What follows belongs to an exercise in optimizing a design on an open flow for small area, a short achievable clock period and few clock cycles per item; a production flow would make more cautious choices. The RTL was checked by simulation tests, not by an equivalence proof against the original design. Power figures rest on the tool's default switching activity, not on a simulated workload.

==> flow/design.v, too long to show whole: its modules and the start of the top module <==
// module mul_pp_tree: 535 lines
// module mac_tree: 351 lines
// module csa_fa: 4 lines
// module csa_ha: 4 lines
// module matrix_multiplier_v2: 155 lines
module matrix_multiplier_v2
# (
    parameter ADDR_WIDTH = 17,
    parameter DATA_WIDTH = 32
)
(
    input clk,
    input rst,
    input start,
    input [DATA_WIDTH - 1 : 0] x_data,
    input [DATA_WIDTH - 1 : 0] y_data,
    input [ADDR_WIDTH - 1 : 0] x_rows,
    input [ADDR_WIDTH - 1 : 0] y_cols,
    input [ADDR_WIDTH - 1 : 0] x_cols_y_rows,
    output reg [ADDR_WIDTH - 1 : 0] x_addr,
    output reg [ADDR_WIDTH - 1 : 0] y_addr,
    output reg [ADDR_WIDTH - 1 : 0] z_addr,
    output reg [DATA_WIDTH - 1 : 0] z_data,
    output reg z_wen,
    output reg busy
);
  // ...
==> flow/flow/run.sh <==
#!/bin/bash
# The standard layout, with the ports buffered by a plain buffer
# instead of the delay cell buffer_ports picks by default.
set -euo pipefail
bash standard.sh "BUFFER_PORTS_ARGS=-buffer_cell sky130_fd_sc_hd__buf_1" SETUP_SLACK_MARGIN=5.65 finish > standard.log 2>&1
==> flow/standard.sh <==
#!/bin/bash
# synth_recipe.tcl (not shown) runs the flow's synth.tcl, then flattens the netlist and writes it again
# the make line also repeats each setting of config.mk as NAME=value (left out here)
make -C /OpenROAD-flow-scripts/flow DESIGN_CONFIG=/design/flow/config.mk WORK_HOME=/design/flow/orfs CLKGATE_MAP_FILE= SYNTH_SCRIPT=/design/flow/synth_recipe.tcl "${@:-finish}"
==> flow/config.mk <==
export PLATFORM = sky130hd
export DESIGN_NAME = matrix_multiplier_v2
export DESIGN_NICKNAME = matrix_multiplier_v2
export VERILOG_FILES = /design/flow/design.v
export SDC_FILE = /design/flow/constraint.sdc
export NUM_CORES = 4
export LEC_CHECK = 0
export ABC_AREA = 1
export CAP_MARGIN = 20
export CORE_MARGIN = 2
export CORE_UTILIZATION = 75
export CTS_CLUSTER_DIAMETER = 100
export CTS_CLUSTER_SIZE = 20
export SLEW_MARGIN = 20
export SYNTH_HIERARCHICAL = 1
export SYNTH_MINIMUM_KEEP_SIZE = 0
==> flow/constraint.sdc <==
create_clock -name core_clock -period 8.5 [get_ports {clk}]
set_input_delay 1.7000 -clock core_clock [delete_from_list [all_inputs] [get_ports {clk}]]
set_output_delay 1.7000 -clock core_clock [all_outputs]
set_load 0.01 [all_outputs]
==> impl_metrics.env, run 1 <==
export IMPL_wl_um=78000
export IMPL_fin_crit_ps=2910
export IMPL_gp_congestion=0.981
export IMPL_post_cts_repair_setup_buffers=12
export IMPL_critPathLaunch="one_r[8]"
export IMPL_synth_top_cell_area_share=0.299
export IMPL_post_cts_resized=106
export IMPL_grt_overflow=0
export IMPL_worst_r2r_cell_count=6
export IMPL_skew_ps=25.3
export IMPL_crit_path_end="mid_r[156]"
export IMPL_cellLeakagePower_uw=0.0141
export IMPL_routed_via_density=6.02
export IMPL_remaining_drc_errors=0
export IMPL_synthesis_nets=3895
export IMPL_clock_power_share=0.129
export IMPL_cell_area_after_layout_um2=31500
export IMPL_swShare=0.424
export IMPL_nonClockBufferCount=250
export IMPL_largest_register_ffs=167
export IMPL_clock_tree_from_tritoncts="done"
export IMPL_rows=74
export IMPL_die_width_um=207
export IMPL_power_internal_uw=6150
export IMPL_final_common_cell="sky130_fd_sc_hd__nand2_1"
export IMPL_outcome="complete, no violations"
export IMPL_max_cap_violations=0
export IMPL_synth_simple_area_share=0.129
export IMPL_yosysMostFrequentCell="sky130_fd_sc_hd__dfxtp_1"
export IMPL_synth_seq_area_share=0.337
export IMPL_multi_input_gates=2146
export IMPL_synthesis_yosys_warnings=7
export IMPL_area_of_combinational_cells_with_multiple_inputs_um2=16600
export IMPL_largestClassByArea="multi-input combinational cells"
export IMPL_dp_hpwl_um=56400
export IMPL_tap_cells=532
export IMPL_worst_r2r_setup_slack_ps=5590
export IMPL_maxClockFrequency_ghz=0.343
export IMPL_path_class="reg -> reg"
export IMPL_top_power_group="combinational logic"
export IMPL_coreArea_um2=40700
export IMPL_number_of_global_route_vias_before_repair=23400
export IMPL_yosys_top_cells_count="461 x sky130_fd_sc_hd__dfxtp_1, 420 x sky130_fd_sc_hd__nand2_1, 377 x sky130_fd_sc_hd__inv_1"
export IMPL_busiest_layer="met2"
Testbench counts, summed over its fixed seeds: cycles 9,759, items 95.
==> run 2, diff against run 1 <==
--- a/flow/config.mk
+++ b/flow/config.mk
@@ -7,3 +7,3 @@
 export LEC_CHECK = 0
-export ABC_AREA = 1
+export ABC_CLOCK_PERIOD_IN_PS = 2800
 export CAP_MARGIN = 20
==> impl_metrics.env, run 2 <==
export IMPL_clock_power_share=0.129
export IMPL_min_path_type="reg -> reg"
export IMPL_postSynthCellCount=2789
export IMPL_cts_hold_repair_buffers=0
export IMPL_final_setup_viol_count=0
export IMPL_pwr_density_cell_nw_per_um2=349
export IMPL_fin_util=0.778
export IMPL_synth_area_um2=29700
export IMPL_fin_crit_ps=2840
export IMPL_critical_path_n_buffers_inverters=0
export IMPL_clkLatencyLatePin_ps=610
export IMPL_insertedDiodeCount=0
export IMPL_rows=72
export IMPL_wl_um=69700
export IMPL_hold_worst_slack_ps=319
export IMPL_skew_ps=33.0
export IMPL_grt_setup_unrepaired="yes"
export IMPL_portBuffers=202
export IMPL_synthesis_yosys_warnings=7
export IMPL_grt_overflow=0
export IMPL_grt_first_pass_wirelength_um=111000
export IMPL_root_buffer="sky130_fd_sc_hd__clkbuf_16"
export IMPL_gp_congestion=0.922
export IMPL_power_net_switching_uw=4180
export IMPL_fillerInstances=2581
export IMPL_ioPinCount=203
export IMPL_antenna_left=0
export IMPL_yosysMostFrequentCell="sky130_fd_sc_hd__dfxtp_1"
export IMPL_initial_core_util=0.763
export IMPL_detailedRoute_firstPassIterationCount=9
export IMPL_yosys_area_share_adder=0.217
export IMPL_die_y_um=203
export IMPL_outcome="complete, no violations"
export IMPL_timing_final_max_slew_violations=0
export IMPL_finalNetCount=3144
export IMPL_cp_max_fo=4
export IMPL_synth_seq_area_share=0.350
export IMPL_routed_via_density=6.28
export IMPL_synth_area_mux_share=0.00168
export IMPL_largest_register="mid_r"
export IMPL_synth_top_cells_by_area="sky130_fd_sc_hd__dfxtp_1 31%, sky130_fd_sc_hd__fa_1 17%, sky130_fd_sc_hd__xnor2_1 11%"
export IMPL_synth_top_cell_by_area="sky130_fd_sc_hd__dfxtp_1"
export IMPL_grt_max_degree=96
export IMPL_synth_simple_area_share=0.0885
export IMPL_routedWlPerCell_um=21.9
export IMPL_cpPeakStageDelay_ps=410
export IMPL_antenna_found_initial=0
export IMPL_track_usage=0.343
export IMPL_ctsLongestPathBuffers=3
export IMPL_most_common_layout_cells="392 x sky130_fd_sc_hd__dfxtp_1, 376 x sky130_fd_sc_hd__xnor2_1, 257 x sky130_fd_sc_hd__a22oi_1, 256 x sky130_fd_sc_hd__fa_1, 151 x sky130_fd_sc_hd__buf_1"
export IMPL_tightest_slew_ps=925
export IMPL_synth_top_cell_area_share=0.311
export IMPL_power_frac_comb=0.534
export IMPL_final_common_cell="sky130_fd_sc_hd__dfxtp_1"
export IMPL_netlist_cell_type_count=69
export IMPL_critical_path_top_delay_family="compound AO/OA/AOI/OAI gates"
export IMPL_startpoint_type="flip-flop"
export IMPL_coreArea_um2=38900
export IMPL_synthesis_nets=3268
export IMPL_yosys_top_cells_count="461 x sky130_fd_sc_hd__dfxtp_1, 377 x sky130_fd_sc_hd__xnor2_1, 257 x sky130_fd_sc_hd__a22oi_1, 257 x sky130_fd_sc_hd__fa_1, 234 x sky130_fd_sc_hd__buf_4"
export IMPL_syn_avg_cell_area_um2=10.7
export IMPL_cts_htree_levels=1
export IMPL_flow_area_growth_from_synthesis_pct=1.87
export IMPL_remaining_drc_errors=0
export IMPL_pre_cts_ws_ps=4490
export IMPL_fraction_of_final_layout_cells_with_drive_strength_greater_than_1=0.0910
export IMPL_async_flop_share=0
export IMPL_yosys_register_bits=500
export IMPL_share_seq_of_total_power=0.337
export IMPL_max_cap_violations=0
export IMPL_fin_setup_tns_ps=0
export IMPL_cellLeakagePower_uw=0.0115
export IMPL_cts_buffers=28
export IMPL_crit_path_cell_trace="ha_1, and2_1, a221o_1, a221oi_4, o22ai_1, o21a_1, a22o_1, mux2i_1, a211oi_2"
export IMPL_path_class="reg -> reg"
export IMPL_maxClockFrequency_ghz=0.353
export IMPL_die_area_um2=41200
export IMPL_final_min_period_over_clock_period=0.334
export IMPL_clock_tree_from_tritoncts="done"
export IMPL_die_width_um=203
export IMPL_power_internal_uw=6380
export IMPL_synth_ff_type="sky130_fd_sc_hd__dfxtp_1"
export IMPL_largest_register_ffs=167
export IMPL_placed_cells=3131
export IMPL_number_of_global_route_vias_before_repair=20600
export IMPL_max_slew_margin_rel=0.383
export IMPL_final_instance_count_excl_fill=3188
export IMPL_dp_hpwl_um=48800
export IMPL_cts_sinks=500
export IMPL_synth_xor_area_frac=0.138
export IMPL_compound_gate_fraction_of_synth_area=0.117
export IMPL_synth_top_family_by_area="adder cells"
export IMPL_clock_transition_at_the_registers_of_the_reported_paths_ps=90
export IMPL_slowest_stage="sky130_fd_sc_hd__a221o_1"
export IMPL_worstPathRequired_ps=9000
export IMPL_fin_ws_ps=5660
export IMPL_vias=20000
export IMPL_swShare=0.396
export IMPL_worst_endpoint_arrival_ps=3340
export IMPL_drtIter0Drc=1919
export IMPL_synth_edf_count=39
export IMPL_timing_hold_violations_final=0
export IMPL_end_kind="flip-flop"
export IMPL_vdd_ir_drop_worst_mv=0.206
[run 2: cell count changes in the layout (fill, tap and decap cells not counted), moves of 235 or more]
cell                      previous run  this run
sky130_fd_sc_hd__o22ai_1           270        15
sky130_fd_sc_hd__a22oi_1             1       257
sky130_fd_sc_hd__inv_1             359        37
sky130_fd_sc_hd__nand2_1           418       119
sky130_fd_sc_hd__xnor2_1            55       376
sky130_fd_sc_hd__xor2_1            306        71
[run 2: timing repair]
action                                  4_1_cts  5_1_grt
pin swaps                                     4       13
gates resized for setup                     112       66
setup buffers                                 7       14
endpoints found under the setup margin      110       54
[run 2: final cells by class]
cell class | count | area, µm² | area share
multi-input combinational | 1842 | 16900 | 0.559
sequential | 500 | 10500 | 0.348
timing repair buffer | 256 | 1290 | 0.0426
clock buffer | 34 | 723 | 0.0239
tap | 518 | 648 | 0.0214
inverter | 37 | 139 | 0.00459
clock inverter | 1 | 16.3 | 0.000537
[run 2: cell families (layout without fill, tap and decap cells)]
family	count (synthesis)	after routing
adder cells (fa/ha/maj)	361	361
multiplexers	5	5
flip-flops	500	500
AO/OA/AOI/OAI	495	495
XOR/XNOR	456	456
AND/OR/NAND/NOR	525	525
buffers and inverters	447	328
[run 2: per-module statistics from Yosys (local to each module, per instance)]
module	cell area, µm²	copies in the design	cells	flops+latches
mul_pp_tree	6380	1	861	0
csa_fa	20.0	255	1	0
csa_ha	12.5	32	1	0
mac_tree	601	1	73	0
matrix_multiplier_v2	17200	1	1568	500
[run 2: path summary, 6_finish.rpt]
kind	from	to	slack, ps	cells after the start
setup / recovery	acc_s[16]	z_data[31]	5660	9
hold / removal	l3	l4	320	0
setup reg to reg	acc_s[16]	z_data[31]	5660	9
hold reg to reg	l3	l4	320	0
[run 2: worst reg2reg max path: stages, from the launching register on]
cell                       delay (ps)
sky130_fd_sc_hd__dfxtp_1          320
sky130_fd_sc_hd__ha_1             340
sky130_fd_sc_hd__and2_1           210
sky130_fd_sc_hd__a221o_1          410
sky130_fd_sc_hd__a221oi_4         390
sky130_fd_sc_hd__o22ai_1          140
sky130_fd_sc_hd__o21a_1           230
sky130_fd_sc_hd__a22o_1           300
sky130_fd_sc_hd__mux2i_1          170
sky130_fd_sc_hd__a211oi_2         230
[run 2: power by group through the flow]
stage | Sequential (µW) | Combinational, µW | Clock [µW]
after global routing | 3610 | 6410 | 1460
after floorplan | 3470 | 6210 | 0
after global placement | 3570 | 5100 | 0
after CTS | 3550 | 5580 | 1380
after detailed placement | 3590 | 5410 | 0
final | 3550 | 5640 | 1360
[run 2: per-layer routing]
layer | routed length [µm] | GRT usage | vias up
met5 | 0 | 0 | -
met4 | 2510 | 0.115 | 0
met3 | 6840 | 0.0722 | 174
met2 | 31400 | 0.536 | 1121
met1 | 29000 | 0.479 | 9767
li1 | - | - | 8945
[run 2: through the flow]
step / total power (µW) / instance area (µm²)
global route: 11500 / 30300
global placement: 8670 / 28900
CTS: 10500 / 29900
finish: 10600 / 30300
detailed placement: 9000 / 28900
floorplan: 9680 / 29700
==> run 3, diff against run 2 <==
--- a/flow/config.mk
+++ b/flow/config.mk
@@ -7,6 +7,5 @@
 export LEC_CHECK = 0
-export ABC_CLOCK_PERIOD_IN_PS = 2800
 export CAP_MARGIN = 20
 export CORE_MARGIN = 2
-export CORE_UTILIZATION = 75
+export CORE_UTILIZATION = 85
 export CTS_CLUSTER_DIAMETER = 100
==> impl_metrics.env, run 3 <==
export IMPL_outcome="complete, no violations"
export IMPL_coreArea_um2=34500
export IMPL_cts_sinks=500
export IMPL_final_instance_count_excl_fill=3118
export IMPL_regToRegEndpoint="mid_r[156]"
export IMPL_largest_register_ffs=167
export IMPL_swShare=0.415
export IMPL_track_usage=0.429
export IMPL_grt_max_degree=118
export IMPL_share_seq_of_total_power=0.325
export IMPL_whs_path_depth=0
export IMPL_final_common_cell="sky130_fd_sc_hd__dfxtp_1"
export IMPL_tightest_slew_ps=1130
export IMPL_worstPathRequired_ps=8970
export IMPL_detailedRoute_firstPassIterationCount=12
export IMPL_yosys_top_cells_count="461 x sky130_fd_sc_hd__dfxtp_1, 377 x sky130_fd_sc_hd__xnor2_1, 257 x sky130_fd_sc_hd__a22oi_1, 257 x sky130_fd_sc_hd__fa_1, 234 x sky130_fd_sc_hd__buf_4"
export IMPL_cts_hold_repair_buffers=0
export IMPL_timing_final_max_slew_violations=0
export IMPL_portBuffers=202
export IMPL_power_internal_uw=6490
export IMPL_worst_r2r_cell_count=5
export IMPL_end_kind="flip-flop"
export IMPL_synth_top_family_by_area="adder cells"
export IMPL_maxClockFrequency_ghz=0.338
export IMPL_die_width_um=191
export IMPL_wl_um=79700
export IMPL_fin_ws_ps=5540
export IMPL_pwr_density_cell_nw_per_um2=367
export IMPL_cts_buffers=28
export IMPL_hp_start="fst"
export IMPL_clkLatencyLatePin_ps=610
export IMPL_vias=21300
export IMPL_fraction_of_final_layout_cells_with_drive_strength_greater_than_1=0.0872
export IMPL_synth_area_um2=29700
export IMPL_yosys_register_bits=500
export IMPL_antenna_left=0
export IMPL_final_min_period_over_clock_period=0.348
export IMPL_grt_overflow=0
export IMPL_antenna_found_initial=1
export IMPL_post_dp_cell_area_um2=28800
export IMPL_worst_endpoint_arrival_ps=3430
export IMPL_grt_first_pass_wirelength_um=119000
export IMPL_power_net_switching_uw=4610
export IMPL_max_slew_margin_rel=0.246
export IMPL_final_setup_viol_count=0
export IMPL_synth_ff_type="sky130_fd_sc_hd__dfxtp_1"
export IMPL_yosysMostFrequentCell="sky130_fd_sc_hd__dfxtp_1"
export IMPL_synth_simple_area_share=0.0885
export IMPL_flow_area_growth_from_synthesis_pct=1.68
export IMPL_routed_via_density=6.84
export IMPL_max_cap_violations=0
export IMPL_die_y_um=191
export IMPL_synth_xor_area_frac=0.138
export IMPL_routedWlPerCell_um=25.6
export IMPL_yosys_area_share_adder=0.217
export IMPL_ctsLongestPathBuffers=3
export IMPL_power_frac_comb=0.552
export IMPL_ioPinCount=203
export IMPL_remaining_drc_errors=0
export IMPL_synthesis_yosys_warnings=7
export IMPL_worst_r2r_setup_slack_ps=5540
export IMPL_drtIter0Drc=2779
export IMPL_most_common_layout_cells="397 x sky130_fd_sc_hd__dfxtp_1, 377 x sky130_fd_sc_hd__xnor2_1, 257 x sky130_fd_sc_hd__a22oi_1, 254 x sky130_fd_sc_hd__fa_1, 155 x sky130_fd_sc_hd__buf_1"
export IMPL_finalNetCount=3136
export IMPL_clock_power_share=0.123
export IMPL_cts_htree_levels=1
export IMPL_launching_point_of_the_worst_reg2reg_path="one_r[9]"
export IMPL_dp_hpwl_um=51300
export IMPL_synth_seq_area_share=0.350
export IMPL_skew_ps=31.7
export IMPL_timing_hold_violations_final=0
export IMPL_endpoint_of_the_worst_hold_path="f1"
export IMPL_fin_crit_ps=2960
export IMPL_synth_top_cell_by_area="sky130_fd_sc_hd__dfxtp_1"
export IMPL_root_buffer="sky130_fd_sc_hd__clkbuf_16"
export IMPL_syn_avg_cell_area_um2=10.7
export IMPL_synth_top_cells_by_area="sky130_fd_sc_hd__dfxtp_1 31%, sky130_fd_sc_hd__fa_1 17%, sky130_fd_sc_hd__xnor2_1 11%"
export IMPL_synth_edf_count=39
export IMPL_clock_tree_from_tritoncts="done"
export IMPL_initial_core_util=0.862
export IMPL_pre_cts_ws_ps=4440
export IMPL_gp_congestion=0.958
export IMPL_synth_area_mux_share=0.00168
export IMPL_compound_gate_fraction_of_synth_area=0.117
export IMPL_vdd_ir_drop_worst_mv=0.376
export IMPL_netlist_cell_type_count=69
export IMPL_clock_transition_at_the_registers_of_the_reported_paths_ps=80
export IMPL_synth_top_cell_area_share=0.311
export IMPL_cellLeakagePower_uw=0.0114
export IMPL_fin_setup_tns_ps=0
export IMPL_largest_register="mid_r"
export IMPL_cp_max_fo=14
export IMPL_cell_area_after_layout_um2=30200
export IMPL_postSynthCellCount=2789
export IMPL_path_class="reg -> reg"
export IMPL_placed_cells=3067
export IMPL_min_path_type="reg -> reg"
export IMPL_number_of_global_route_vias_before_repair=22100
export IMPL_grt_setup_unrepaired="yes"
export IMPL_rows=68
export IMPL_async_flop_share=0
export IMPL_synthesis_nets=3268
export IMPL_die_area_um2=36500
export IMPL_startpoint_type="flip-flop"
==> run 3: cell counts after synthesis <==
No cell type changed its count.
==> run 3: final cells by class <==
cell class                      instances  area (µm²)
Clock buffer                           34         723
Timing Repair Buffer                  248        1290
Antenna cell                            1        2.50
Inverter                               37         139
Fill cell                            1627        4250
Tap cell                              455         569
Sequential cell                       500       10500
Multi-Input combinational cell       1842       16900
Clock inverter                          1        16.3
==> run 3: critical path, stage by stage, from the launching register on <==
cell                      delay, ps
sky130_fd_sc_hd__dfxtp_1        910
sky130_fd_sc_hd__a22oi_1        250
sky130_fd_sc_hd__xnor2_1        220
sky130_fd_sc_hd__ha_1           390
sky130_fd_sc_hd__fa_1           640
sky130_fd_sc_hd__fa_1           440
==> run 3: cell families after synthesis <==
family | count (synthesis)
buffers and inverters | 447
multiplexers | 5
flip-flops | 500
XOR/XNOR | 456
AND/OR/NAND/NOR | 525
AO/OA/AOI/OAI | 495
adder cells (fa/ha/maj) | 361
==> run 3: stage by stage <==
stage | utilization | hold WS [ps] | total power (µW)
after floorplan | - | 310 | 9680
after global placement | 0.837 | 311 | 8560
after detailed placement | 0.837 | 314 | 9150
after CTS | 0.866 | 332 | 10700
after global routing | 0.877 | 344 | 11800
final | 0.877 | 333 | 11100
==> run 3: power by group through the flow <==
stage | clock network (µW) | logic (µW) | registers, µW
final | 1370 | 6130 | 3600
after global routing | 1450 | 6680 | 3640
after CTS | 1360 | 5800 | 3570
after detailed placement | 0 | 5540 | 3610
after global placement | 0 | 4990 | 3570
after floorplan | 0 | 6210 | 3470
==> run 3: routing by layer <==
layer	wire (µm)	GRT usage	up-vias
li1	-	-	8940
met1	28200	0.536	10300
met2	36800	0.680	1698
met3	9630	0.110	448
met4	5080	0.250	0
met5	0	0.00549	-
==> run 3: repair_timing <==
item                                   4_1_cts  5_1_grt
resized for setup                           86      103
setup buffers                                4        9
cloned                                       0        2
setup endpoints to repair                  162       71
endpoints found under the hold margin        0        0
pin swaps                                   10       14
==> run 3: worst max-delay path by stage <==
stage            endpoint  slack, ps       from
6_report       mid_r[156]       5540   one_r[9]
5_1_grt        z_data[29]       5510   acc_s[4]
4_1_cts                lk       5620      start
3_5_place_dp           lk       4440      start
3_3_place_gp           lk       4570      start
2_1_floorplan     cm1[12]       5600  y_cols[3]
==> run 3: Yosys stat by module, one instance, submodules excluded <==
module | copies in the design | flops+latches | area (µm²) | cells
matrix_multiplier_v2 | 1 | 500 | 17200 | 1568
csa_fa | 255 | 0 | 20.0 | 1
mul_pp_tree | 1 | 0 | 6380 | 861
csa_ha | 32 | 0 | 12.5 | 1
mac_tree | 1 | 0 | 601 | 73
==> run 4, diff against run 3 <==
--- a/flow/config.mk
+++ b/flow/config.mk
@@ -9,5 +9,5 @@
 export CORE_MARGIN = 2
-export CORE_UTILIZATION = 85
+export CORE_UTILIZATION = 75
 export CTS_CLUSTER_DIAMETER = 100
-export CTS_CLUSTER_SIZE = 20
+export CTS_CLUSTER_SIZE = 28
 export SLEW_MARGIN = 20
==> impl_metrics.env, run 4 <==
export IMPL_remaining_drc_errors=0
export IMPL_clock_tree_from_tritoncts="done"
export IMPL_synthesis_yosys_warnings=7
export IMPL_grt_max_degree=96
export IMPL_cts_htree_levels=1
export IMPL_antenna_left=0
export IMPL_initial_core_util=0.763
export IMPL_fillerInstances=2610
export IMPL_synth_area_mux_share=0.00168
export IMPL_path_class="reg -> reg"
export IMPL_yosys_area_share_adder=0.217
export IMPL_antenna_found_initial=0
export IMPL_vdd_ir_drop_worst_mv=0.280
export IMPL_track_usage=0.342
export IMPL_synthesis_nets=3268
export IMPL_ioPinCount=203
export IMPL_synth_area_um2=29700
export IMPL_synth_edf_count=39
export IMPL_cts_sinks=500
export IMPL_cp_max_fo=9
export IMPL_critical_path_n_buffers_inverters=0
export IMPL_die_width_um=203
export IMPL_compound_gate_fraction_of_synth_area=0.117
export IMPL_vias=19900
export IMPL_root_buffer="sky130_fd_sc_hd__clkbuf_16"
export IMPL_clock_transition_at_the_registers_of_the_reported_paths_ps=110
export IMPL_fin_setup_tns_ps=0
export IMPL_hold_worst_slack_ps=331
export IMPL_synth_xor_area_frac=0.138
export IMPL_ctsLongestPathBuffers=3
export IMPL_dp_hpwl_um=48800
export IMPL_clkLatencyLatePin_ps=570
export IMPL_synth_top_family_by_area="adder cells"
export IMPL_area_of_combinational_cells_with_multiple_inputs_um2=17000
export IMPL_maxClockFrequency_ghz=0.353
export IMPL_flow_area_growth_from_synthesis_pct=1.37
export IMPL_postSynthCellCount=2789
export IMPL_synth_ff_type="sky130_fd_sc_hd__dfxtp_1"
export IMPL_number_of_global_route_vias_before_repair=20400
export IMPL_drtIter0Drc=2134
export IMPL_async_flop_share=0
export IMPL_max_cap_violations=0
export IMPL_die_y_um=203
export IMPL_detailedRoute_firstPassIterationCount=6
export IMPL_worstPathRequired_ps=8960
export IMPL_startpoint_type="flip-flop"
export IMPL_coreArea_um2=38900
export IMPL_wl_um=69600
export IMPL_finalNetCount=3129
export IMPL_synth_simple_area_share=0.0885
export IMPL_gp_congestion=0.922
export IMPL_synth_seq_area_share=0.350
export IMPL_netlist_cell_type_count=69
export IMPL_final_setup_viol_count=0
export IMPL_min_path_type="reg -> reg"
export IMPL_grt_first_pass_wirelength_um=111000
export IMPL_grt_setup_unrepaired="yes"
export IMPL_grt_overflow=0
export IMPL_die_area_um2=41200
export IMPL_synth_top_cells_by_area="sky130_fd_sc_hd__dfxtp_1 31%, sky130_fd_sc_hd__fa_1 17%, sky130_fd_sc_hd__xnor2_1 11%"
export IMPL_routedWlPerCell_um=21.9
export IMPL_largest_register="mid_r"
export IMPL_end_kind="flip-flop"
export IMPL_insertedDiodeCount=0
export IMPL_yosysMostFrequentCell="sky130_fd_sc_hd__dfxtp_1"
export IMPL_yosys_top_cells_count="461 x sky130_fd_sc_hd__dfxtp_1, 377 x sky130_fd_sc_hd__xnor2_1, 257 x sky130_fd_sc_hd__a22oi_1, 257 x sky130_fd_sc_hd__fa_1, 234 x sky130_fd_sc_hd__buf_4"
export IMPL_cts_buffers=22
export IMPL_synth_top_cell_area_share=0.311
export IMPL_fin_crit_ps=2840
export IMPL_skew_ps=24.0
export IMPL_yosys_register_bits=500
export IMPL_worst_endpoint_arrival_ps=3300
export IMPL_final_common_cell="sky130_fd_sc_hd__dfxtp_1"
export IMPL_regArea_um2=10500
export IMPL_final_instance_count_excl_fill=3174
export IMPL_crit_path_cell_trace="a22oi_1, xnor2_1, fa_1, xnor2_1, xnor2_2, xnor3_1, xnor3_1"
export IMPL_cpPeakStageDelay_ps=670
export IMPL_slowest_stage="sky130_fd_sc_hd__dfxtp_1"
export IMPL_timing_hold_violations_final=0
export IMPL_timing_final_max_slew_violations=0
export IMPL_pwr_density_cell_nw_per_um2=347
export IMPL_placed_cells=3131
export IMPL_cellLeakagePower_uw=0.0113
export IMPL_outcome="complete, no violations"
export IMPL_largest_register_ffs=167
export IMPL_routed_via_density=6.25
export IMPL_critical_path_top_delay_family="XOR/XNOR gates"
export IMPL_final_min_period_over_clock_period=0.334
export IMPL_most_common_layout_cells="394 x sky130_fd_sc_hd__dfxtp_1, 376 x sky130_fd_sc_hd__xnor2_1, 257 x sky130_fd_sc_hd__a22oi_1, 256 x sky130_fd_sc_hd__fa_1, 175 x sky130_fd_sc_hd__buf_1"
export IMPL_syn_avg_cell_area_um2=10.7
export IMPL_tightest_slew_ps=1130
export IMPL_fraction_of_final_layout_cells_with_drive_strength_greater_than_1=0.0791
export IMPL_synth_top_cell_by_area="sky130_fd_sc_hd__dfxtp_1"
export IMPL_rows=72
export IMPL_max_slew_margin_rel=0.248
export IMPL_portBuffers=202
[run 4: timing repair]
action / in CTS / in global routing
hold buffers: 0 / 0
setup buffers: 5 / 6
setup endpoints to repair: 102 / 49
resized for setup: 80 / 75
pin swaps: 6 / 18
gates cloned: 0 / 1
[run 4: stage by stage]
stage	cell area [µm²]	utilization	setup WS (ps)	power (µW)
2_1_floorplan	29700	-	5600	9680
3_3_place_gp	28900	0.743	4570	8670
3_5_place_dp	28900	0.743	4490	9000
4_1_cts	29800	0.765	5650	10400
5_1_grt	30100	0.774	5540	11400
6_report	30100	0.774	5660	10400
[run 4: worst paths after layout]
check / start / end / slack [ps] / cells past startpoint
max: two_r[11] / mid_r[162] / 5660 / 7
min: f2 / f3 / 330 / 0
max reg2reg: two_r[11] / mid_r[162] / 5660 / 7
min reg2reg: f2 / f3 / 330 / 0
[run 4: final cells by class]
cell class              instances  share of cell area
multi-input cells            1842               0.563
flip-flops and latches        500               0.349
repair buffers                247              0.0403
well taps                     518              0.0215
clock buffers                  27              0.0196
inverters                      37             0.00461
clock inverters                 3             0.00145
[run 4: where the power goes]
| part | internal, µW | leakage (µW) | total, µW | switching, µW |
|---|---|---|---|---|
| Clock | 505 | 0.000308 | 1250 | 744 |
| Combinational | 2680 | 0.00671 | 5630 | 2950 |
| Sequential | 3110 | 0.00426 | 3560 | 445 |
[run 4: cells by family (layout without fill, tap and decap cells)]
group | count (synthesis) | after routing
multiplexers | 5 | 5
AND/OR/NAND/NOR | 525 | 525
XOR/XNOR | 456 | 456
flip-flops | 500 | 500
adder cells (fa/ha/maj) | 361 | 361
buffers and inverters | 447 | 314
AO/OA/AOI/OAI | 495 | 495
[run 4: worst reg2reg max path: stages, from the launching register on]
cell and delay [ps]:
sky130_fd_sc_hd__dfxtp_1 670, sky130_fd_sc_hd__a22oi_1 160, sky130_fd_sc_hd__xnor2_1 190, sky130_fd_sc_hd__fa_1 450, sky130_fd_sc_hd__xnor2_1 170, sky130_fd_sc_hd__xnor2_2 340
sky130_fd_sc_hd__xnor3_1 410, sky130_fd_sc_hd__xnor3_1 340
[run 4: layer usage]
layer | vias to the layer above | GRT usage | routed length, µm
li1 | 8902 | - | -
met1 | 9733 | 0.480 | 29400
met2 | 1058 | 0.543 | 31600
met3 | 157 | 0.0684 | 6330
met4 | 0 | 0.0965 | 2230
met5 | - | 0 | 0
[run 4: per-module statistics from Yosys, one instance, submodules excluded]
module	cells	copies in the design
csa_ha	1	32
csa_fa	1	255
matrix_multiplier_v2	1568	1
mul_pp_tree	861	1
mac_tree	73	1
==> run 5, diff against run 4 <==
--- a/flow/config.mk
+++ b/flow/config.mk
@@ -12,2 +12,3 @@
 export CTS_CLUSTER_SIZE = 28
+export GPL_TIMING_DRIVEN = 0
 export SLEW_MARGIN = 20
==> impl_metrics.env, run 5 <==
export IMPL_outcome="complete, no violations"
export IMPL_fillerInstances=2148
export IMPL_grt_overflow=0
export IMPL_grt_setup_unrepaired="yes"
export IMPL_dp_hpwl_um=63300
export IMPL_worstPathRequired_ps=9010
export IMPL_wl_um=85500
export IMPL_synth_top_cells_by_area="sky130_fd_sc_hd__dfxtp_1 31%, sky130_fd_sc_hd__fa_1 17%, sky130_fd_sc_hd__xnor2_1 11%"
export IMPL_fin_crit_ps=2960
export IMPL_max_cap_violations=0
export IMPL_final_common_cell="sky130_fd_sc_hd__dfxtp_1"
export IMPL_worst_endpoint_arrival_ps=3470
export IMPL_yosysMostFrequentCell="sky130_fd_sc_hd__dfxtp_1"
export IMPL_die_y_um=203
export IMPL_compound_gate_fraction_of_synth_area=0.117
export IMPL_synth_area_um2=29700
export IMPL_yosys_area_share_adder=0.217
export IMPL_final_setup_viol_count=0
export IMPL_clock_tree_from_tritoncts="done"
export IMPL_netlist_cell_type_count=69
export IMPL_vdd_ir_drop_worst_mv=0.289
export IMPL_clock_transition_at_the_registers_of_the_reported_paths_ps=110
export IMPL_die_area_um2=41200
export IMPL_cts_buffers=21
export IMPL_cellLeakagePower_uw=0.0128
export IMPL_final_min_period_over_clock_period=0.349
export IMPL_worst_r2r_setup_slack_ps=5540
export IMPL_antenna_left=0
export IMPL_synth_top_cell_area_share=0.311
export IMPL_synth_area_mux_share=0.00168
export IMPL_most_common_layout_cells="415 x sky130_fd_sc_hd__dfxtp_1, 374 x sky130_fd_sc_hd__xnor2_1, 254 x sky130_fd_sc_hd__a22oi_1, 252 x sky130_fd_sc_hd__fa_1, 251 x sky130_fd_sc_hd__buf_4"
export IMPL_cp_max_fo=5
export IMPL_area_of_combinational_cells_with_multiple_inputs_um2=17000
export IMPL_yosys_top_cells_count="461 x sky130_fd_sc_hd__dfxtp_1, 377 x sky130_fd_sc_hd__xnor2_1, 257 x sky130_fd_sc_hd__a22oi_1, 257 x sky130_fd_sc_hd__fa_1, 234 x sky130_fd_sc_hd__buf_4"
export IMPL_gp_congestion=1.02
export IMPL_syn_avg_cell_area_um2=10.7
export IMPL_synth_top_family_by_area="adder cells"
export IMPL_cell_area_after_layout_um2=32500
export IMPL_track_usage=0.410
export IMPL_synth_ff_type="sky130_fd_sc_hd__dfxtp_1"
export IMPL_ctsLongestPathBuffers=3
export IMPL_grt_first_pass_wirelength_um=129000
export IMPL_largest_register_ffs=167
export IMPL_routedWlPerCell_um=24.1
export IMPL_fin_setup_tns_ps=0
export IMPL_maxClockFrequency_ghz=0.337
export IMPL_largest_register="mid_r"
export IMPL_min_path_type="reg -> reg"
export IMPL_synthesis_yosys_warnings=7
export IMPL_async_flop_share=0
export IMPL_number_of_global_route_vias_before_repair=23000
export IMPL_post_layout_total_power_uw=13300
export IMPL_synth_seq_area_share=0.350
export IMPL_die_width_um=203
export IMPL_timing_hold_violations_final=0
export IMPL_synth_simple_area_share=0.0885
export IMPL_synthesis_nets=3268
export IMPL_fin_ws_ps=5540
export IMPL_cts_sinks=500
export IMPL_initial_core_util=0.763
export IMPL_grt_max_degree=30
export IMPL_post_dp_cell_area_um2=31100
export IMPL_detailedRoute_firstPassIterationCount=8
export IMPL_clkLatencyLatePin_ps=580
export IMPL_yosys_register_bits=500
export IMPL_startpoint_type="flip-flop"
export IMPL_cts_htree_levels=1
export IMPL_synth_xor_area_frac=0.138
export IMPL_skew_ps=16.9
export IMPL_vias=22500
export IMPL_path_class="reg -> reg"
export IMPL_drtIter0Drc=2903
export IMPL_postSynthCellCount=2789
export IMPL_root_buffer="sky130_fd_sc_hd__clkbuf_16"
export IMPL_coreArea_um2=38900
export IMPL_finalNetCount=3502
export IMPL_max_slew_margin_rel=0.475
export IMPL_tightest_slew_ps=788
export IMPL_hold_worst_slack_ps=326
export IMPL_rows=72
export IMPL_end_kind="flip-flop"
export IMPL_pre_cts_ws_ps=4090
export IMPL_flow_area_growth_from_synthesis_pct=9.31
export IMPL_fraction_of_final_layout_cells_with_drive_strength_greater_than_1=0.169
export IMPL_portBuffers=202
export IMPL_antenna_found_initial=1
export IMPL_pwr_density_cell_nw_per_um2=410
export IMPL_remaining_drc_errors=0
export IMPL_timing_final_max_slew_violations=0
export IMPL_regArea_um2=10500
export IMPL_synth_edf_count=39
export IMPL_ioPinCount=203
export IMPL_routed_via_density=6.35
export IMPL_synth_top_cell_by_area="sky130_fd_sc_hd__dfxtp_1"
-- run 5: changes by cell type in the layout (fill, tap and decap cells not counted), moves of 4 or more --
cell,before,now
sky130_fd_sc_hd__buf_1,175,184
sky130_fd_sc_hd__buf_4,34,251
sky130_fd_sc_hd__nor2b_2,0,9
sky130_fd_sc_hd__nor2b_1,119,109
sky130_fd_sc_hd__dfxtp_2,54,34
sky130_fd_sc_hd__clkbuf_4,0,17
sky130_fd_sc_hd__dfxtp_1,394,415
sky130_fd_sc_hd__clkbuf_1,4,61
sky130_fd_sc_hd__clkbuf_8,1,9
sky130_fd_sc_hd__fa_1,256,252
sky130_fd_sc_hd__clkbuf_2,14,56
sky130_fd_sc_hd__fa_2,1,5
sky130_fd_sc_hd__buf_2,12,37
-- run 5: timing repair --
action                                  CTS  global route
hold endpoints to repair                  0             0
resized for setup                       185           136
pin swaps                                12            16
gates cloned                              0             0
buffers inserted                          5             4
hold buffers                              0             0
endpoints found under the setup margin  310           135
-- run 5: worst max-delay path, cell delays in order (launching register included) --
cell and delay [ps]:
sky130_fd_sc_hd__dfxtp_1 340, sky130_fd_sc_hd__ha_1 420, sky130_fd_sc_hd__nand2_1 140, sky130_fd_sc_hd__o311ai_2 500, sky130_fd_sc_hd__a221oi_4 130, sky130_fd_sc_hd__buf_12 170
sky130_fd_sc_hd__o221ai_1 260, sky130_fd_sc_hd__nand2_1 140, sky130_fd_sc_hd__or3_1 430, sky130_fd_sc_hd__o211ai_1 170, sky130_fd_sc_hd__xor2_1 180
-- run 5: worst paths after layout --
check,from,end,cells past startpoint
worst max-delay path,acc_c[4],z_data[29],10
worst min-delay path,l3,l4,0
worst max register to register,acc_c[4],z_data[29],10
worst min register to register,l3,l4,0
-- run 5: Yosys stat by module, one instance, submodules excluded --
module	cell area, µm²	cells	copies in the design
csa_ha	12.5	1	32
csa_fa	20.0	1	255
mul_pp_tree	6380	861	1
matrix_multiplier_v2	17200	1568	1
mac_tree	601	73	1
-- run 5: report_power, final --
part | switching [µW] | total [µW] | internal [µW]
clock | 727 | 1200 | 476
combinational | 3970 | 8630 | 4660
sequential | 369 | 3490 | 3120
total | 5070 | 13300 | 8260
-- run 5: through the flow --
step | util | cells
final | 0.834 | 3547
after global routing | 0.834 | 3545
after CTS | 0.827 | 3541
after detailed placement | 0.800 | 3509
after global placement | 0.800 | 3509
after floorplan | - | 2789
-- run 5: cell type report --
type / count / share of cell area
multi-input combinational: 1842 / 0.523
sequential: 500 / 0.323
buffer: 410 / 0.0854
timing repair buffer: 211 / 0.0269
tap: 518 / 0.0200
clock buffer: 26 / 0.0174
inverter: 37 / 0.00428
clock inverter: 1 / 0.000270
antenna: 2 / 0.000154
-- run 5: cell families after synthesis --
group / Yosys count
and+or+nand+nor: 525
DFF: 500
AOI/OAI and AO/OA: 495
xor gates and xnor gates: 456
buffers and inverters: 447
adders and majority gates: 361
muxes: 5
-- run 5: layer usage --
layer,vias up,GRT usage,share of wire
met1,10900,0.547,0.38
met3,355,0.0931,0.11
met5,-,0,0
met4,0,0.174,0.054
li1,9666,-,-
met2,1589,0.649,0.45
==> run 6, diff against run 5 <==
==> flow/flow/run.sh (replaced) <==
#!/bin/bash
# The standard layout, with the ports buffered by a plain buffer
# instead of the delay cell buffer_ports picks by default.
set -euo pipefail
bash standard.sh "BUFFER_PORTS_ARGS=-buffer_cell sky130_fd_sc_hd__buf_1" SETUP_SLACK_MARGIN=5.6 finish > standard.log 2>&1
--- a/flow/config.mk
+++ b/flow/config.mk
@@ -12,3 +12,2 @@
 export CTS_CLUSTER_SIZE = 28
-export GPL_TIMING_DRIVEN = 0
 export SLEW_MARGIN = 20
==> impl_metrics.env, run 6 <==
export IMPL_antenna_found_initial=0
export IMPL_clock_transition_at_the_registers_of_the_reported_paths_ps=100
export IMPL_cts_sinks=500
export IMPL_maxClockFrequency_ghz=0.349
export IMPL_grt_util_met3=0.0671
export IMPL_routed_via_density=6.25
export IMPL_finalNetCount=3121
export IMPL_share_seq_of_total_power=0.345
export IMPL_timing_final_max_slew_violations=0
export IMPL_synth_ff_type="sky130_fd_sc_hd__dfxtp_1"
export IMPL_portBuffers=202
export IMPL_cts_buffers=22
export IMPL_insertedDiodeCount=0
export IMPL_worstPathRequired_ps=6800
export IMPL_power_net_switching_uw=4090
export IMPL_crit_path_cell_trace="buf_1"
export IMPL_syn_avg_cell_area_um2=10.7
export IMPL_clock_tree_from_tritoncts="done"
export IMPL_fin_util=0.767
export IMPL_most_common_layout_cells="417 x sky130_fd_sc_hd__dfxtp_1, 377 x sky130_fd_sc_hd__xnor2_1, 257 x sky130_fd_sc_hd__a22oi_1, 256 x sky130_fd_sc_hd__fa_1, 196 x sky130_fd_sc_hd__buf_1"
export IMPL_initial_core_util=0.763
export IMPL_fin_ws_ps=5630
export IMPL_final_min_period_over_clock_period=0.337
export IMPL_hold_worst_slack_ps=329
export IMPL_fraction_of_final_layout_cells_with_drive_strength_greater_than_1=0.0551
export IMPL_path_class="reg -> out"
export IMPL_async_flop_share=0
export IMPL_yosysMostFrequentCell="sky130_fd_sc_hd__dfxtp_1"
export IMPL_track_usage=0.337
export IMPL_coreArea_um2=38900
export IMPL_ctsLongestPathBuffers=3
export IMPL_ioPinCount=203
export IMPL_antenna_left=0
export IMPL_synth_top_cells_by_area="sky130_fd_sc_hd__dfxtp_1 31%, sky130_fd_sc_hd__fa_1 17%, sky130_fd_sc_hd__xnor2_1 11%"
export IMPL_cp_max_fo=7
export IMPL_postSynthCellCount=2789
export IMPL_clkLatencyLatePin_ps=580
export IMPL_cts_htree_levels=1
export IMPL_final_setup_viol_count=0
export IMPL_routedWlPerCell_um=21.8
export IMPL_synth_edf_count=39
export IMPL_grt_setup_unrepaired="yes"
export IMPL_die_width_um=203
export IMPL_synth_top_cell_area_share=0.311
export IMPL_number_of_global_route_vias_before_repair=20300
export IMPL_grt_first_pass_wirelength_um=109000
export IMPL_power_frac_comb=0.534
export IMPL_startpoint_type="flip-flop"
export IMPL_final_common_cell="sky130_fd_sc_hd__dfxtp_1"
export IMPL_pre_cts_ws_ps=4480
export IMPL_post_layout_total_power_uw=10300
export IMPL_synth_top_cell_by_area="sky130_fd_sc_hd__dfxtp_1"
export IMPL_synth_seq_area_share=0.350
export IMPL_die_area_um2=41200
export IMPL_critical_path_top_delay_family="flip-flops"
export IMPL_vdd_ir_drop_worst_mv=0.223
export IMPL_synthesis_yosys_warnings=7
export IMPL_wl_um=69100
export IMPL_drtIter0Drc=1970
export IMPL_slowest_stage="sky130_fd_sc_hd__dfxtp_2"
export IMPL_gp_congestion=0.954
export IMPL_tightest_slew_ps=1070
export IMPL_rows=72
export IMPL_cellLeakagePower_uw=0.0111
export IMPL_min_path_type="reg -> reg"
export IMPL_grt_max_degree=96
export IMPL_yosys_register_bits=500
export IMPL_timing_hold_violations_final=0
export IMPL_critical_path_n_buffers_inverters=1
export IMPL_remaining_drc_errors=0
export IMPL_synth_area_um2=29700
export IMPL_root_buffer="sky130_fd_sc_hd__clkbuf_16"
export IMPL_vias=19800
export IMPL_largest_register_ffs=167
export IMPL_fin_setup_tns_ps=0
export IMPL_cpPeakStageDelay_ps=430
export IMPL_flow_area_growth_from_synthesis_pct=0.417
export IMPL_power_internal_uw=6230
export IMPL_netlist_cell_type_count=69
export IMPL_synthesis_nets=3268
export IMPL_detailedRoute_firstPassIterationCount=7
export IMPL_clock_power_share=0.121
export IMPL_die_y_um=203
export IMPL_dp_hpwl_um=48500
export IMPL_yosys_top_cells_count="461 x sky130_fd_sc_hd__dfxtp_1, 377 x sky130_fd_sc_hd__xnor2_1, 257 x sky130_fd_sc_hd__a22oi_1, 257 x sky130_fd_sc_hd__fa_1, 234 x sky130_fd_sc_hd__buf_4"
export IMPL_use_met1=0.465
export IMPL_outcome="complete, no violations"
export IMPL_grtUsageMet2=0.540
export IMPL_busiest_layer="met2"
export IMPL_skew_ps=23.7
export IMPL_worst_endpoint_arrival_ps=1170
export IMPL_cts_hold_repair_buffers=0
export IMPL_max_cap_violations=0
export IMPL_end_kind="output port"
export IMPL_largest_register="mid_r"
export IMPL_fin_crit_ps=2870
export IMPL_max_slew_margin_rel=0.288
export IMPL_swShare=0.396
export IMPL_grt_overflow=0
export IMPL_pwr_density_cell_nw_per_um2=346
run 6: repair_timing:
item                                    4_1_cts  5_1_grt
pin swaps                                     3        2
gates resized for setup                      38       42
endpoints found under the setup margin      105       51
cloned                                        0        2
setup buffers                                 1        2
run 6: metal layers:
| layer | part of all wire | routed length, µm |
|---|---|---|
| met1 | 0.42 | 28800 |
| met2 | 0.46 | 31700 |
| met3 | 0.093 | 6460 |
| met4 | 0.031 | 2170 |
| met5 | 0 | 0 |
run 6: cell families (layout without fill, tap and decap cells):
| family | count (synthesis) | after routing | share of synthesized area |
|---|---|---|---|
| and+or+nand+nor | 525 | 525 | 0.0885 |
| DFF | 500 | 500 | 0.350 |
| AOI/OAI and AO/OA | 495 | 495 | 0.117 |
| xor gates and xnor gates | 456 | 456 | 0.138 |
| buffers and inverters | 447 | 306 | 0.0876 |
| adders and majority gates | 361 | 361 | 0.217 |
| muxes | 5 | 5 | 0.00168 |
run 6: worst reg2reg max path, cell delays in order (launching register included):
cell                       delay [ps]
sky130_fd_sc_hd__dfxtp_1          360
sky130_fd_sc_hd__ha_1             320
sky130_fd_sc_hd__a211oi_1         410
sky130_fd_sc_hd__o311ai_2         190
sky130_fd_sc_hd__a221oi_4         480
sky130_fd_sc_hd__o22ai_1          150
sky130_fd_sc_hd__o21a_1           250
sky130_fd_sc_hd__a22o_1           290
sky130_fd_sc_hd__mux2i_1          160
sky130_fd_sc_hd__a211oi_1         170
run 6: worst paths after layout:
| path | startpoint | end | slack, ps | cells after the start |
|---|---|---|---|---|
| max reg2reg | acc_s[1] | z_data[31] | 5640 | 9 |
| min reg2reg | f2 | f3 | 330 | 0 |
| min | f2 | f3 | 330 | 0 |
| max | z_wen | z_wen | 5630 | 1 |
run 6: area by class of cell:
class	instances	area (µm²)
clock inverter	3	38.8
timing repair buffer	239	1120
inverter	37	139
sequential	500	10500
fill	2657	9080
clock buffer	27	591
multi-input combinational	1842	16800
tap	518	648
run 6: power groups by stage:
stage               combinational, µW  clock [µW]  sequential [µW]
global route                     6330        1350             3610
floorplan                        6210           0             3470
detailed placement               5400           0             3600
finish                           5510        1250             3550
CTS                              5500        1270             3550
global placement                 5090           0             3570
run 6: Yosys stat by module (local to each module, per instance):
module | flip-flops and latches | copies in the design
mac_tree | 0 | 1
csa_fa | 0 | 255
mul_pp_tree | 0 | 1
matrix_multiplier_v2 | 500 | 1
csa_ha | 0 | 32
run 6: through the flow:
stage / instances / cell area [µm²]
6_report: 3166 / 29800
5_1_grt: 3166 / 29800
4_1_cts: 3161 / 29600
3_5_place_dp: 3130 / 28900
3_3_place_gp: 3130 / 28900
2_1_floorplan: 2789 / 29700
==> run 7, diff against run 6 <==
--- a/flow/config.mk
+++ b/flow/config.mk
@@ -9,5 +9,5 @@
 export CORE_MARGIN = 2
-export CORE_UTILIZATION = 75
+export CORE_UTILIZATION = 60
 export CTS_CLUSTER_DIAMETER = 100
-export CTS_CLUSTER_SIZE = 28
+export CTS_CLUSTER_SIZE = 20
 export SLEW_MARGIN = 20
==> impl_metrics.env, run 7 <==
export IMPL_cp_max_fo=6
export IMPL_synth_area_um2=29700
export IMPL_largest_register="mid_r"
export IMPL_cpPeakStageDelay_ps=390
export IMPL_yosysMostFrequentCell="sky130_fd_sc_hd__dfxtp_1"
export IMPL_remaining_drc_errors=0
export IMPL_startpoint_type="flip-flop"
export IMPL_vdd_ir_drop_worst_mv=0.199
export IMPL_antenna_left=0
export IMPL_tightest_slew_ps=888
export IMPL_maxClockFrequency_ghz=0.350
export IMPL_clock_tree_from_tritoncts="done"
export IMPL_worstPathRequired_ps=6800
export IMPL_dp_hpwl_um=51500
export IMPL_clkLatencyLatePin_ps=600
export IMPL_ioPinCount=203
export IMPL_cts_sinks=500
export IMPL_most_common_layout_cells="409 x sky130_fd_sc_hd__dfxtp_1, 377 x sky130_fd_sc_hd__xnor2_1, 257 x sky130_fd_sc_hd__a22oi_1, 256 x sky130_fd_sc_hd__fa_1, 183 x sky130_fd_sc_hd__buf_1"
export IMPL_final_common_cell="sky130_fd_sc_hd__dfxtp_1"
export IMPL_crit_path_cell_trace="buf_1"
export IMPL_cellLeakagePower_uw=0.0114
export IMPL_grt_max_degree=103
export IMPL_timing_final_max_slew_violations=0
export IMPL_fillerInstances=4131
export IMPL_max_cap_violations=0
export IMPL_slowest_stage="sky130_fd_sc_hd__dfxtp_2"
export IMPL_whs_path_depth=0
export IMPL_largest_register_ffs=167
export IMPL_drtIter0Drc=1443
export IMPL_fin_setup_tns_ps=0
export IMPL_portBuffers=202
export IMPL_die_width_um=227
export IMPL_netlist_cell_type_count=69
export IMPL_final_setup_viol_count=0
export IMPL_postSynthCellCount=2789
export IMPL_worst_r2r_cell_count=10
export IMPL_post_dp_cell_area_um2=29200
export IMPL_track_usage=0.291
export IMPL_yosys_register_bits=500
export IMPL_coreArea_um2=49000
export IMPL_die_y_um=227
export IMPL_pwr_density_cell_nw_per_um2=342
export IMPL_wl_um=73500
export IMPL_path_class="reg -> out"
export IMPL_fraction_of_final_layout_cells_with_drive_strength_greater_than_1=0.0729
export IMPL_critical_path_n_buffers_inverters=1
export IMPL_cts_htree_levels=1
export IMPL_timing_hold_violations_final=0
export IMPL_synth_edf_count=39
export IMPL_path_depth=1
export IMPL_clock_transition_at_the_registers_of_the_reported_paths_ps=80
export IMPL_die_area_um2=51300
export IMPL_synth_top_cell_area_share=0.311
export IMPL_min_path_type="reg -> reg"
export IMPL_grt_overflow=0
export IMPL_synthesis_nets=3268
export IMPL_flow_area_growth_from_synthesis_pct=2.56
export IMPL_end_kind="output port"
export IMPL_worst_endpoint_arrival_ps=1160
export IMPL_cts_hold_repair_buffers=0
export IMPL_cts_buffers=29
export IMPL_syn_avg_cell_area_um2=10.7
export IMPL_root_buffer="sky130_fd_sc_hd__clkbuf_16"
export IMPL_antenna_found_initial=12
export IMPL_final_min_period_over_clock_period=0.336
export IMPL_routedWlPerCell_um=22.0
export IMPL_rows=81
export IMPL_routed_via_density=5.82
export IMPL_synth_top_cells_by_area="sky130_fd_sc_hd__dfxtp_1 31%, sky130_fd_sc_hd__fa_1 17%, sky130_fd_sc_hd__xnor2_1 11%"
export IMPL_outcome="complete, no violations"
export IMPL_async_flop_share=0
export IMPL_critical_path_top_delay_family="flip-flops"
export IMPL_synth_top_cell_by_area="sky130_fd_sc_hd__dfxtp_1"
export IMPL_number_of_global_route_vias_before_repair=20300
export IMPL_ctsLongestPathBuffers=3
export IMPL_cell_area_after_layout_um2=30500
export IMPL_vias=19500
export IMPL_final_instance_count_excl_fill=3343
export IMPL_skew_ps=18.0
export IMPL_grt_first_pass_wirelength_um=115000
export IMPL_placed_cells=3289
export IMPL_initial_core_util=0.607
export IMPL_gp_congestion=0.877
export IMPL_finalNetCount=3146
export IMPL_synth_ff_type="sky130_fd_sc_hd__dfxtp_1"
export IMPL_yosys_top_cells_count="461 x sky130_fd_sc_hd__dfxtp_1, 377 x sky130_fd_sc_hd__xnor2_1, 257 x sky130_fd_sc_hd__a22oi_1, 257 x sky130_fd_sc_hd__fa_1, 234 x sky130_fd_sc_hd__buf_4"
export IMPL_fin_crit_ps=2860
export IMPL_synth_seq_area_share=0.350
export IMPL_max_slew_margin_rel=0.407
export IMPL_grt_setup_unrepaired="yes"
export IMPL_detailedRoute_firstPassIterationCount=7
export IMPL_synthesis_yosys_warnings=7
## run 7: cell counts after synthesis
No cell type changed its count.
## run 7: area by class of cell
cell class	count	area, µm²	area share
multi-input cells	1842	16900	0.553
flip-flops and latches	500	10500	0.344
repair buffers	257	1350	0.0441
well taps	664	831	0.0273
clock buffers	35	779	0.0256
inverters	37	143	0.00468
clock inverters	3	26.3	0.000862
diodes	5	12.5	0.000411
## run 7: worst paths after layout
check | endpoint | slack (ps) | startpoint
max | z_addr[9] | 5640 | z_addr[9]
max reg2reg | z_data[28] | 5650 | acc_s[0]
min reg2reg | f3 | 330 | f2
min | f3 | 330 | f2
## run 7: per-stage QoR
stage	utilization	setup WS [ps]	hold slack [ps]	power (µW)
floorplan	-	5570	310	9680
global placement	0.596	4530	310	8830
detailed placement	0.596	4430	312	9010
CTS	0.616	5550	329	10500
global route	0.622	5530	334	11500
finish	0.622	5640	329	10400
## run 7: logic make-up (layout without fill, tap and decap cells)
group	Yosys count	count (layout)	share of synthesized area
xor+xnor	456	456	0.138
buf+inv	447	332	0.0876
other cells	0	5	0
mux	5	5	0.00168
simple gates	525	525	0.0885
compound gates	495	495	0.117
flops	500	500	0.350
fa+ha+maj	361	361	0.217
## run 7: per-module statistics from Yosys (local to each module, per instance)
module	cell area, µm²	cells
csa_ha	12.5	1
mac_tree	601	73
mul_pp_tree	6380	861
csa_fa	20.0	1
matrix_multiplier_v2	17200	1568
## run 7: power by group
| group | leakage (µW) | switching [µW] | total [µW] | internal (µW) |
|---|---|---|---|---|
| logic | 0.00672 | 2890 | 5500 | 2620 |
| clock network | 0.000395 | 783 | 1430 | 647 |
| registers | 0.00425 | 390 | 3500 | 3110 |
## run 7: metal layers
| layer | up-vias | track usage | routed length [µm] |
|---|---|---|---|
| li1 | 8959 | - | - |
| met1 | 9656 | 0.364 | 30000 |
| met2 | 648 | 0.500 | 36000 |
| met3 | 179 | 0.0544 | 4480 |
| met4 | 14 | 0.113 | 3020 |
| met5 | - | 0 | 82 |
## run 7: timing repair
action                     in CTS  in global routing
pin swaps                       2                 14
resized for setup              52                 73
cloned                          0                  1
setup endpoints to repair      83                 37
setup buffers                   2                  8
==> run 8, diff against run 7 <==
==> flow/flow/run.sh (replaced) <==
#!/bin/bash
# The standard layout, with the ports buffered by a plain buffer
# instead of the delay cell buffer_ports picks by default.
set -euo pipefail
bash standard.sh "BUFFER_PORTS_ARGS=-buffer_cell sky130_fd_sc_hd__buf_1" SETUP_SLACK_MARGIN=5.3 finish > standard.log 2>&1
==> impl_metrics.env, run 8 <==
export IMPL_die_y_um=227
export IMPL_worstPathRequired_ps=8990
export IMPL_synth_edf_count=39
export IMPL_clock_tree_from_tritoncts="done"
export IMPL_synth_top_cell_area_share=0.311
export IMPL_async_flop_share=0
export IMPL_finalNetCount=3136
export IMPL_post_dp_cell_area_um2=29200
export IMPL_synth_area_um2=29700
export IMPL_antenna_left=0
export IMPL_track_usage=0.282
export IMPL_clkLatencyLatePin_ps=620
export IMPL_synthesis_nets=3268
export IMPL_drtIter0Drc=1376
export IMPL_min_path_type="reg -> reg"
export IMPL_pwr_density_cell_nw_per_um2=346
export IMPL_end_kind="flip-flop"
export IMPL_netlist_cell_type_count=69
export IMPL_power_internal_uw=6360
export IMPL_cpPeakStageDelay_ps=420
export IMPL_cp_max_fo=4
export IMPL_timing_hold_violations_final=0
export IMPL_path_class="reg -> reg"
export IMPL_final_setup_viol_count=0
export IMPL_largest_register="mid_r"
export IMPL_die_width_um=227
export IMPL_critical_path_n_buffers_inverters=0
export IMPL_synth_top_cell_by_area="sky130_fd_sc_hd__dfxtp_1"
export IMPL_fillerInstances=4215
export IMPL_fin_setup_tns_ps=0
export IMPL_worst_endpoint_arrival_ps=3540
export IMPL_cts_buffers=29
export IMPL_launching_point_of_the_worst_reg2reg_path="acc_s[0]"
export IMPL_synth_area_mux_share=0.00168
export IMPL_root_buffer="sky130_fd_sc_hd__clkbuf_16"
export IMPL_flow_area_growth_from_synthesis_pct=1.12
export IMPL_worst_r2r_setup_slack_ps=5450
export IMPL_coreArea_um2=49000
export IMPL_final_min_period_over_clock_period=0.359
export IMPL_timing_final_max_slew_violations=0
export IMPL_portBuffers=202
export IMPL_most_common_layout_cells="454 x sky130_fd_sc_hd__dfxtp_1, 377 x sky130_fd_sc_hd__xnor2_1, 257 x sky130_fd_sc_hd__a22oi_1, 257 x sky130_fd_sc_hd__fa_1, 201 x sky130_fd_sc_hd__buf_1"
export IMPL_number_of_global_route_vias_before_repair=19800
export IMPL_pre_cts_ws_ps=4970
export IMPL_gp_congestion=0.871
export IMPL_slowest_stage="sky130_fd_sc_hd__fa_1"
export IMPL_tightest_slew_ps=1030
export IMPL_power_net_switching_uw=4040
export IMPL_synth_top_cells_by_area="sky130_fd_sc_hd__dfxtp_1 31%, sky130_fd_sc_hd__fa_1 17%, sky130_fd_sc_hd__xnor2_1 11%"
export IMPL_cts_sinks=500
export IMPL_max_slew_margin_rel=0.315
export IMPL_grt_setup_unrepaired="no"
export IMPL_critical_path_top_delay_family="compound AO/OA/AOI/OAI gates"
export IMPL_crit_path_cell_trace="ha_1, fa_1, a21o_1, a221oi_2, nand3_1, a31o_4, o2111ai_2, a31oi_1, o2111a_1, a311o_1"
export IMPL_cts_hold_repair_buffers=0
export IMPL_fin_crit_ps=3050
export IMPL_detailedRoute_firstPassIterationCount=5
export IMPL_vias=19400
export IMPL_yosysMostFrequentCell="sky130_fd_sc_hd__dfxtp_1"
export IMPL_power_frac_comb=0.525
export IMPL_grt_overflow=0
export IMPL_synth_simple_area_share=0.0885
export IMPL_whs_path_depth=0
export IMPL_outcome="complete, no violations"
export IMPL_clock_transition_at_the_registers_of_the_reported_paths_ps=80
export IMPL_regToRegEndpoint="z_data[28]"
export IMPL_swShare=0.388
export IMPL_vdd_ir_drop_worst_mv=0.217
export IMPL_skew_ps=27.9
export IMPL_fin_ws_ps=5450
export IMPL_compound_gate_fraction_of_synth_area=0.117
export IMPL_cell_area_after_layout_um2=30000
export IMPL_postSynthCellCount=2789
export IMPL_yosys_top_cells_count="461 x sky130_fd_sc_hd__dfxtp_1, 377 x sky130_fd_sc_hd__xnor2_1, 257 x sky130_fd_sc_hd__a22oi_1, 257 x sky130_fd_sc_hd__fa_1, 234 x sky130_fd_sc_hd__buf_4"
export IMPL_syn_avg_cell_area_um2=10.7
export IMPL_rows=81
export IMPL_cellLeakagePower_uw=0.0112
export IMPL_max_cap_violations=0
export IMPL_die_area_um2=51300
export IMPL_grt_first_pass_wirelength_um=111000
export IMPL_synth_xor_area_frac=0.138
export IMPL_hold_worst_slack_ps=331
export IMPL_grt_max_degree=92
export IMPL_maxClockFrequency_ghz=0.328
export IMPL_hp_start="f2"
export IMPL_ioPinCount=203
export IMPL_cts_htree_levels=1
export IMPL_share_seq_of_total_power=0.335
export IMPL_synthesis_yosys_warnings=7
export IMPL_synth_ff_type="sky130_fd_sc_hd__dfxtp_1"
export IMPL_startpoint_type="flip-flop"
export IMPL_dp_hpwl_um=50800
export IMPL_antenna_found_initial=16
export IMPL_synth_top_family_by_area="adder cells"
export IMPL_remaining_drc_errors=0
export IMPL_routed_via_density=5.80
export IMPL_fraction_of_final_layout_cells_with_drive_strength_greater_than_1=0.0398
export IMPL_initial_core_util=0.607
export IMPL_final_common_cell="sky130_fd_sc_hd__dfxtp_1"
export IMPL_wl_um=71100
export IMPL_clock_power_share=0.140
export IMPL_yosys_area_share_adder=0.217
export IMPL_largest_register_ffs=167
export IMPL_synth_seq_area_share=0.350
export IMPL_worst_r2r_cell_count=10
export IMPL_endpoint_of_the_worst_hold_path="f3"
export IMPL_ctsLongestPathBuffers=3
export IMPL_yosys_register_bits=500
export IMPL_post_layout_total_power_uw=10400
export IMPL_routedWlPerCell_um=21.3
[run 8: logic make-up (layout without fill, tap and decap cells)]
| kind of cell | Yosys count | in the layout |
|---|---|---|
| simple gates | 525 | 525 |
| flops | 500 | 500 |
| compound gates | 495 | 495 |
| xor+xnor | 456 | 456 |
| buf+inv | 447 | 323 |
| fa+ha+maj | 361 | 361 |
| mux | 5 | 5 |
| other cells | 0 | 8 |
[run 8: what timing repair did]
action                                  CTS  global route
buffers inserted                          0             1
gates resized for setup                   0             3
endpoints found under the setup margin    0             3
[run 8: worst register-to-register path, delay by kind of cell (launching register included)]
| kind | cells | cell delay [ps] |
|---|---|---|
| AOI/OAI and AO/OA | 7 | 1800 |
| adders and majority gates | 2 | 660 |
| DFF | 1 | 320 |
| and+or+nand+nor | 1 | 150 |
[run 8: area by class of cell]
cell class,instances,area (µm²),area share
repair buffers,247,1100,0.0366
diodes,8,20.0,0.000666
inverters,37,139,0.00462
flip-flops and latches,500,10400,0.346
multi-input cells,1842,16700,0.556
well taps,664,831,0.0277
clock buffers,34,744,0.0248
clock inverters,5,85.1,0.00283
[run 8: metal layers]
layer  share of wire  vias to the layer above  track usage
li1                -                     8934            -
met1            0.41                     9548        0.358
met2            0.48                      717        0.476
met3           0.074                      147       0.0577
met4           0.033                       16        0.105
met5          0.0016                        -            0
[run 8: modules after synthesis (local to each module, per instance)]
module / flops+latches / cells
mac_tree: 0 / 73
csa_fa: 0 / 1
mul_pp_tree: 0 / 861
matrix_multiplier_v2: 500 / 1568
csa_ha: 0 / 1
[run 8: stage by stage]
step           utilization  std cells
6_report             0.614       3337
5_1_grt              0.614       3333
4_1_cts              0.613       3328
3_5_place_dp         0.596       3289
3_3_place_gp         0.596       3289
2_1_floorplan            -       2789
[run 8: worst max-delay path by stage]
stage / depth (start not counted) / to / slack, ps / start
after floorplan: 7 / cm1[12] / 5370 / y_cols[3]
after global placement: 5 / lc / 5040 / start
after detailed placement: 8 / cm1[12] / 4970 / y_cols[3]
after CTS: 8 / mid_r[162] / 5420 / two_r[0]
after global routing: 9 / z_data[31] / 5310 / acc_s[1]
final: 10 / z_data[28] / 5450 / acc_s[0]
[run 8: power groups by stage]
stage / Clock [µW] / Sequential [µW] / Combinational [µW]
2_1_floorplan: 0 / 3470 / 6210
3_3_place_gp: 0 / 3520 / 5310
3_5_place_dp: 0 / 3530 / 5520
4_1_cts: 1510 / 3480 / 5560
5_1_grt: 1580 / 3550 / 6280
6_report: 1460 / 3480 / 5460

## re-timing with driven ports
How much do the figures lean on ideal ports? The routed layouts below were timed once more, with nothing changed but the port constraints.
Step 1 (the two cells are an assumption about what drives the block):
set clk [get_ports {clk}]
set_driving_cell -lib_cell sky130_fd_sc_hd__clkbuf_16 $clk
set_driving_cell -lib_cell sky130_fd_sc_hd__buf_2 [delete_from_list [all_inputs] $clk]
Step 2 times the ports against the registers' clock, not the clock port: input delays grow and output delays shrink by t, the midpoint of the rising clock arrivals with the driver on.
Slacks: ideal / step 1 / step 2; pairs: ideal / step 1.
| run | t (ns) | setup slack, ns | clock arrival spread, ns |
|---|---|---|---|
| run 1 | 0.656 | 5.588 / 5.588 / 5.153 | 0.029 / 0.028 |
| run 2 | 0.651 | 5.663 / 5.615 / 5.075 | 0.033 / 0.033 |
| run 3 | 0.661 | 5.544 / 5.544 / 5.095 | 0.032 / 0.032 |
| run 4 | 0.617 | 5.664 / 5.632 / 5.152 | 0.027 / 0.027 |
| run 5 | 0.628 | 5.537 / 5.537 / 5.109 | 0.020 / 0.020 |
| run 6 | 0.623 | 5.634 / 5.576 / 5.239 | 0.024 / 0.023 |
| run 7 | 0.648 | 5.642 / 5.580 / 5.048 | 0.018 / 0.018 |
| run 8 | 0.671 | 5.450 / 5.428 / 4.939 | 0.028 / 0.028 |
After both steps setup and hold are still met in every run listed. The setup slack of run 7, which loses most, moves by -0.062 ns with the drivers and by -0.594 ns with both steps.
